What follows belongs to an exercise in optimizing a design on an open flow for small area; a production flow would make more cautious choices.
Only simulation tests tie the RTL to the original design; equivalence was not proved.
Power is estimated from default activity; no workload was simulated.

--- flow/constraint.sdc ---
create_clock -name core_clock -period 7.0 [get_ports {clk}]
set_input_delay 1.4000 -clock core_clock [delete_from_list [all_inputs] [get_ports {clk}]]
set_output_delay 1.4000 -clock core_clock [all_outputs]
set_load 0.01 [all_outputs]
--- flow/config.mk ---
export PLATFORM = sky130hd
export DESIGN_NAME = main
export DESIGN_NICKNAME = main
export VERILOG_FILES = /design/flow/design.v
export SDC_FILE = /design/flow/constraint.sdc
export NUM_CORES = 4
export LEC_CHECK = 0
export CAP_MARGIN = 20
export CORE_MARGIN = 2
export CORE_UTILIZATION = 40
export SLEW_MARGIN = 20
--- flow/run.sh ---
#!/bin/bash
# synth_recipe.tcl (not shown) runs the flow's synth.tcl, then flattens the netlist and writes it again
# the make line also repeats each setting of config.mk as NAME=value (left out here)
make -C /OpenROAD-flow-scripts/flow DESIGN_CONFIG=/design/flow/config.mk WORK_HOME=/design/flow/orfs CLKGATE_MAP_FILE= SYNTH_SCRIPT=/design/flow/synth_recipe.tcl finish
--- flow/design.v ---
`timescale 1ns / 1ps
module clk_divider (
    input wire clk,
    input wire rst,
    output wire display_en,
    output wire sym_en,
    output wire scan_en
);
    reg [11:0] q;
    always @(posedge clk) begin
        if (rst)
            q <= 0;
        else
            q <= q + 1;
    end
    assign display_en = (q[1:0] == 2'b01);       
    assign scan_en    = (q[9:0] == 10'h1FF);     
    assign sym_en     = (q[11:0] == 12'h7FF);    
endmodule
`timescale 1ns / 1ps
module vga640x480(
input wire clk,  
input wire rst,  
input wire en,  
output wire hsync,  
output wire vsync,  
output reg [2:0] red,  
output reg [2:0] green,  
output reg [1:0] blue,  
input wire [1:0] symbol
);
parameter hpixels = 800; 
parameter vlines = 521;  
parameter hpulse = 96;  
parameter vpulse = 2;  
parameter hbp = 144;  
parameter hfp = 784;  
parameter vbp = 31;  
parameter vfp = 511;  
reg [9:0] hc;
reg [9:0] vc;
wire [9:0] tmp1;
wire [9:0] tmp2;
always @(posedge clk)
begin
if (rst == 1)
begin
hc <= 0;
vc <= 0;
end
else if (en)
begin
if (hc < hpixels - 1)
hc <= hc + 1;
else
begin
hc <= 0;
if (vc < vlines - 1)
vc <= vc + 1;
else
vc <= 0;
end
end
end
assign hsync = (hc < hpulse) ? 0:1;
assign vsync = (vc < vpulse) ? 0:1;
assign tmp1 = (hc > hbp + 320) ? (hc - (hbp + 320)) : (-hc + (hbp + 320));
assign tmp2 = (vc > vbp + 240) ? (vc - (vbp + 240)) : (-vc + (vbp + 240));
always @(*)
begin
if (vc >= vbp && vc < vfp && hc >= hbp && hc < hfp)
begin
  if (symbol == 0) begin
     red = 3'b000;
     green = 3'b111;
     blue = 2'b00;
  end else if (symbol == 1) begin
     if (hc >= (hbp+240) && hc <= (hbp+400) && vc >= (vbp+160) && vc <= (vbp+320)) begin
          red = 3'b111;
          green = 3'b000;
          blue = 2'b00;
     end else begin
          red = 3'b000;
               green = 3'b111;
               blue = 2'b00;
     end
  end else if (symbol == 2) begin
          red = 3'b111;
          green = 3'b000;
          blue = 2'b00;
  end else begin
     if ((tmp1 + tmp2) <= 120) begin
          red = 3'b000;
               green = 3'b111;
               blue = 2'b00;
     end else begin
               red = 3'b111;
               green = 3'b000;
               blue = 2'b00;
          end
  end
end
else
begin
red = 0;
green = 0;
blue = 0;
end
end
endmodule
`timescale 1ns / 1ps
module main(
    input wire clk,
    input wire rst,
    input wire btnC,
    input wire btnL,
    input wire btnR,
    output reg [6:0] seg,
    output reg [3:0] an_on,
    output wire [2:0] vgaRed,
    output wire [2:0] vgaGreen,
    output wire [1:0] vgaBlue,
    output wire Hsync,
    output wire Vsync
);
    wire display_en;
    wire sym_en;
    wire scan_en;
    reg [4:0] score_p1_tens;
    reg [4:0] score_p1_units;
    reg [4:0] score_p2_tens;
    reg [4:0] score_p2_units;
    reg winner_determined;
    reg [4:0] digit_to_display;
    reg [1:0] symbol;
    reg [1:0] prev_symbol;
    reg [5:0] lfsr;
    wire feedback = lfsr[5] ^ lfsr[0];
    reg [4:0] n_p1_tens;
    reg [4:0] n_p1_units;
    reg [4:0] n_p2_tens;
    reg [4:0] n_p2_units;
    reg n_winner;
    reg [1:0] n_prev_symbol;
    reg [3:0] n_an_on;
    reg [6:0] n_seg;
    clk_divider div (
        .clk(clk),
        .rst(rst),
        .display_en(display_en),
        .sym_en(sym_en),
        .scan_en(scan_en)
    );
    vga640x480 display (
        .clk(clk),
        .rst(rst),
        .en(display_en),
        .hsync(Hsync),
        .vsync(Vsync),
        .red(vgaRed),
        .green(vgaGreen),
        .blue(vgaBlue),
        .symbol(symbol)
    );
    always @(posedge clk) begin
        if (rst) begin
            lfsr <= 6'b000001;
            symbol <= 2'b00;
        end else if (sym_en) begin
            lfsr <= { lfsr[4:0], feedback };
            symbol <= { lfsr[0], feedback };
        end
    end
    always @(*) begin
        n_prev_symbol = prev_symbol;
        n_winner = winner_determined;
        n_p1_tens = score_p1_tens;
        n_p1_units = score_p1_units;
        n_p2_tens = score_p2_tens;
        n_p2_units = score_p2_units;
        if (prev_symbol != symbol) begin
            n_prev_symbol = symbol;
            n_winner = 0;
        end
        if (btnC) begin
            n_p1_tens = 0;
            n_p1_units = 0;
            n_p2_tens = 0;
            n_p2_units = 0;
        end
        if (n_winner == 0) begin
            if (btnR) begin
                n_winner = 1;
                if (symbol == 3) begin
                    if (n_p2_units == 9) begin
                        n_p2_units = 0;
                        if (n_p2_tens == 9) begin
                            n_p2_tens = 0;
                        end else begin
                            n_p2_tens = n_p2_tens + 1;
                        end
                    end else begin
                        n_p2_units = n_p2_units + 1;
                    end
                end else begin
                    if (n_p2_units == 0) begin
                        if (n_p2_tens != 0) begin
                            n_p2_units = 9;
                            n_p2_tens = n_p2_tens - 1;
                        end
                    end else begin
                        n_p2_units = n_p2_units - 1;
                    end
                end
            end
            if (btnL) begin
                n_winner = 1;
                if (symbol == 3) begin        
                    if (n_p1_units == 9) begin
                        n_p1_units = 0;
                        if (n_p1_tens == 9) begin
                            n_p1_tens = 0;
                        end else begin
                            n_p1_tens = n_p1_tens + 1;
                        end
                    end else begin
                        n_p1_units = n_p1_units + 1;
                    end
                 end else begin
                    if (n_p1_units == 0) begin
                        if (n_p1_tens != 0) begin
                            n_p1_units = 9;
                            n_p1_tens = n_p1_tens - 1;
                        end
                    end else begin
                        n_p1_units = n_p1_units - 1;
                    end
                end
            end
        end
    end
    always @(posedge clk) begin
        if (rst) begin
            prev_symbol <= 2'b00;
            winner_determined <= 1'b0;
            score_p1_tens <= 0;
            score_p1_units <= 0;
            score_p2_tens <= 0;
            score_p2_units <= 0;
        end else begin
            prev_symbol <= n_prev_symbol;
            winner_determined <= n_winner;
            score_p1_tens <= n_p1_tens;
            score_p1_units <= n_p1_units;
            score_p2_tens <= n_p2_tens;
            score_p2_units <= n_p2_units;
        end
    end
    always @(*) begin
            if (an_on == 4'b0111) begin
                n_an_on = 4'b1011;
                digit_to_display = score_p1_units;
            end else if (an_on == 4'b1011) begin
                n_an_on = 4'b1101;
                digit_to_display = score_p2_tens;
            end else if (an_on == 4'b1101) begin
                n_an_on = 4'b1110;
                digit_to_display = score_p2_units;
            end else begin
                n_an_on = 4'b0111;
                digit_to_display = score_p1_tens;
            end
            if (digit_to_display == 0) n_seg = 7'b1000000;
            else if (digit_to_display == 1) n_seg = 7'b1111001;
            else if (digit_to_display == 2) n_seg = 7'b0100100;
            else if (digit_to_display == 3) n_seg = 7'b0110000;
            else if (digit_to_display == 4) n_seg = 7'b0011001;
            else if (digit_to_display == 5) n_seg = 7'b0010010;
            else if (digit_to_display == 6) n_seg = 7'b0000010;
            else if (digit_to_display == 7) n_seg = 7'b1111000;
            else if (digit_to_display == 8) n_seg = 7'b0000000;
            else if (digit_to_display == 9) n_seg = 7'b0010000;
            else n_seg = 7'b1111111;
    end
    always @(posedge clk) begin
        if (rst) begin
            an_on <= 4'b1111;
            seg <= 7'b1111111;
        end else if (scan_en) begin
            an_on <= n_an_on;
            seg <= n_seg;
        end
    end
endmodule
==> notes.md <==
[flip-flops by register name, indices dropped and copies added, names as in the netlist]
register and cells:
score_p1_tens 5, symbol 1, seg 7, score_p1_units 5, score_p2_tens 5, display.vc 10, lfsr 6, an_on 4
score_p2_units 5, div.q 12, prev_symbol 2, display.hc 10, winner_determined 1
[critical path, delay by kind of cell, from the launching register on]
family,cells,cell delay [ns]
buffers and inverters,2,0.80
flip-flops,1,0.39
AND/OR/NAND/NOR,2,0.27
adder cells (fa/ha/maj),2,0.59
AO/OA/AOI/OAI,7,2.24
multiplexers,1,0.39
[how the worst max path moves through the flow]
stage,startpoint,to,slack (ns)
after floorplan,display.vc[5],vgaRed[1],1.67
after global placement,display.vc[5],vgaGreen[0],1.12
after detailed placement,display.vc[5],vgaRed[1],0.88
after CTS,display.vc[5],vgaRed[1],0.49
after global routing,display.vc[5],vgaRed[0],0.11
final,display.vc[5],vgaRed[1],0.55
[area by class of cell]
class,instances,area (sq um)
Fill cell,1427,7595
Multi-Input combinational cell,593,3840
Sequential cell,73,1461
Timing Repair Buffer,24,232.7
Clock buffer,9,225.2
Tap cell,180,225.2
Inverter,31,116.4
Clock inverter,7,77.57
[per-stage QoR]
step | cells | utilization | power [W] | setup WS (ns) | instance area, sq um
floorplan | 734 | - | 0.0005342 | 1.669 | 5594
global placement | 901 | 0.4266 | 0.0005574 | 1.122 | 5876
detailed placement | 901 | 0.4266 | 0.0005623 | 0.8817 | 5876
CTS | 917 | 0.4486 | 0.001039 | 0.4859 | 6178
global route | 917 | 0.4486 | 0.001075 | 0.1099 | 6178
finish | 917 | 0.4486 | 0.001027 | 0.5542 | 6178
[layout by cell type (no fill, tap or decap), types with 8 or more instances in the layout]
cell / instances
mux2i_1: 17
nand2b_1: 16
inv_1: 30
a21oi_1: 51
clkdlybuf4s50_1: 22
nand2_1: 44
nor2b_1: 16
nor2_1: 82
and3_1: 12
a31oi_1: 11
a21o_1: 8
nor3_1: 25
ha_1: 34
dfxtp_1: 73
xnor2_1: 23
o22ai_1: 11
nand4_1: 14
clkbuf_16: 9
or3_1: 13
xor2_1: 14
o21ai_0: 60
nand3_1: 29
[routing by layer]
layer  GRT usage  up-vias
li1            -     2683
met1      0.2569     2514
met2      0.3319      141
met3     0.04461       17
met4     0.06537        0
met5           0        -
[power groups by stage]
stage          Sequential (W)  Clock [W]  Combinational [W]
2_1_floorplan        0.000434          0           0.000100
3_3_place_gp         0.000436          0           0.000122
3_5_place_dp         0.000436          0           0.000127
4_1_cts              0.000426   0.000486           0.000127
5_1_grt              0.000427   0.000504           0.000144
6_report             0.000427   0.000472           0.000128
[kinds of logic after synthesis]
logic type               after synthesis  synth area share
other                                  1         0.0006708
multiplexers                          19           0.03514
AO/OA/AOI/OAI                        207            0.2346
flip-flops                            73            0.2614
buffers and inverters                 68           0.05237
XOR/XNOR                              37           0.05797
adder cells (fa/ha/maj)               35           0.07968
AND/OR/NAND/NOR                      293            0.2782
==> flow_summary.json <==
{
  "grt_max_degree": 52,
  "setup_violations": 0,
  "hp-class": "reg2reg",
  "grt_setup_unrepaired": "false",
  "cts_buffer_depth": 2,
  "start_kind": "register",
  "critPathCaptureType": "output port",
  "path_clk_slew_ns": 0.06,
  "met1_length_mm": 6.661,
  "r2r-end": "seg[3]",
  "ff2ff_setup_slack_ns": 4.55,
  "initial_core_util": 0.4059,
  "min_to": "div.q[0]",
  "yosysWarnings": 3,
  "drc": 0,
  "io_buffers": 23,
  "synth-async-reset-ratio": 0,
  "route.vias.total": 5355,
  "report.final.hold_viol_count": 0,
  "initialDrtViolationCount": 442,
  "synthesis.area_sq_mm": 0.005590,
  "cts_resized": 0,
  "highest_layer": "met4",
  "ff2ff_path_depth": 6,
  "synth-edff-count": 0,
  "place_congestion": 0.8769,
  "synth_common_cells": "nor2_1 (82), dfxtp_1 (73), o21ai_0 (60), a21oi_1 (51), nand2_1 (44)",
  "switching_share": 0.2697,
  "grt_use_total": 0.2000,
  "clock_latency_ns": 0.35,
  "arrival_ns": 5.05,
  "slowest_stage": "clkdlybuf4s50_1",
  "yosys.cell_types.count": 72,
  "min_from": "div.q[0]",
  "hold_ws_ns": 0.4671,
  "firstDrtPassIters": 5,
  "cts_hold_repair.buffers": 0,
  "pwr-share-clk": 0.460,
  "power-per-cell-area_mw_per_mm2": 166.2,
  "drive_above_1_share": 0.04478,
  "p_sw_w": 0.0002769,
  "antenna_left": 0,
  "syn_inst": 733,
  "grt_overflow": 0,
  "seq_power_share": 0.415,
  "dpl.hpwl_mm": 10.50,
  "antenna_found_initial": 0,
  "cts_inserted_buffers": 9,
  "htree_num_levels": 3,
  "status": "timing/DRC/antenna clean",
  "max_cap_violations": 0,
  "die_w_microns": 122.2,
  "cts_tree": "yes",
  "syn2layout_area_growth_pct": 10.52,
  "yosysSeqAreaShare": 0.2614,
  "crit_chain": "inv_1, ha_1, a41oi_1, nand2b_1, a21oi_1, mux2i_1, ha_1, a211oi_2, o21ba_2, o2111ai_1, a41oi_1, nand2b_1, o41ai_1, clkdlybuf4s50_1",
  "slowest_delay_ns": 0.63,
  "dieArea_sq_mm": 0.01494,
  "worstSetupPathType": "reg2out",
  "vias_per_cell": 5.840,
  "critPathMaxFanout": 9,
  "synthFlopType": "dfxtp_1",
  "r2r_start": "an_on[1]",
  "grt_pass1_wl_mm": 23.91,
  "synth_most_common_cell": "nor2_1",
  "fin_worst_skew_ns": 0.007502,
  "coreArea_sq_mm": 0.01377,
  "crit_required_ns": 5.60,
  "slew_violations": 0,
  "p_int_w": 0.0007497,
  "period_needed_ns": 6.446,
  "worst_pin_slew_ns": 0.9179,
  "slew_headroom": 0.3881,
  "max-vdd-ir-drop_mv": 0.1737,
  "fp.dieH_microns": 122.2,
  "synth.ff_latch_count": 73,
  "nNetsFinal": 772,
  "max_freq_mhz": 155.1,
  "p_leak_nw": 2.302,
  "io_pins": 26,
  "pwr-share-comb": 0.125,
  "fin_crit_sh": 0.9208,
  "fin_tns_setup_ns": 0,
  "syn_area_per_cell_sq_um": 7.627,
  "antenna_cells": 0,
  "met2_length_mm": 6.939,
  "wl_met3_microns": 741,
  "std_cell_rows": 43,
  "cts-root-buf": "clkbuf_16",
  "grt_pass1_vias": 4935,
  "routed_wl_mm": 14.56,
  "clock-sinks": 73,
  "yosys.area.top_type": "dfxtp_1",
  "postCtsSetupBuffers": 0,
  "synth_top_area_frac": 0.2614,
  "min_path_cells": 1,
  "yosys-top-cells-area": "dfxtp_1 (26%), ha_1 (7.6%), nor2_1 (5.5%)",
  "wire_per_inst_microns": 15.87
}

[what the ideal ports hide]
The flow's constraints put no driver on any port. The routed layout listed below was extracted and timed again, unchanged, in two steps. Step 1 (the two cells are an assumption about what drives the block):
set clk [get_ports {clk}]
set_driving_cell -lib_cell sky130_fd_sc_hd__clkbuf_16 $clk
set_driving_cell -lib_cell sky130_fd_sc_hd__buf_2 [delete_from_list [all_inputs] $clk]
Step 2 moves the port delays by t, midway between the first and last clock arrival at a register: inputs arrive t later, outputs are due t later. That takes back most of the time a late clock gives input paths. Three values: ideal, step 1, step 2; two values: the first two.
shift t [ns]: 0.386
setup slack, ns: 0.554 / 0.514 / 0.899
clock arrival spread, ns: 0.008 / 0.009
worst register clock-pin slew, ns: 0.06 / 0.06
After both steps this run still meets setup and hold. For this run, drivers alone change the setup slack by -0.040 ns; drivers and shift together by +0.345 ns.
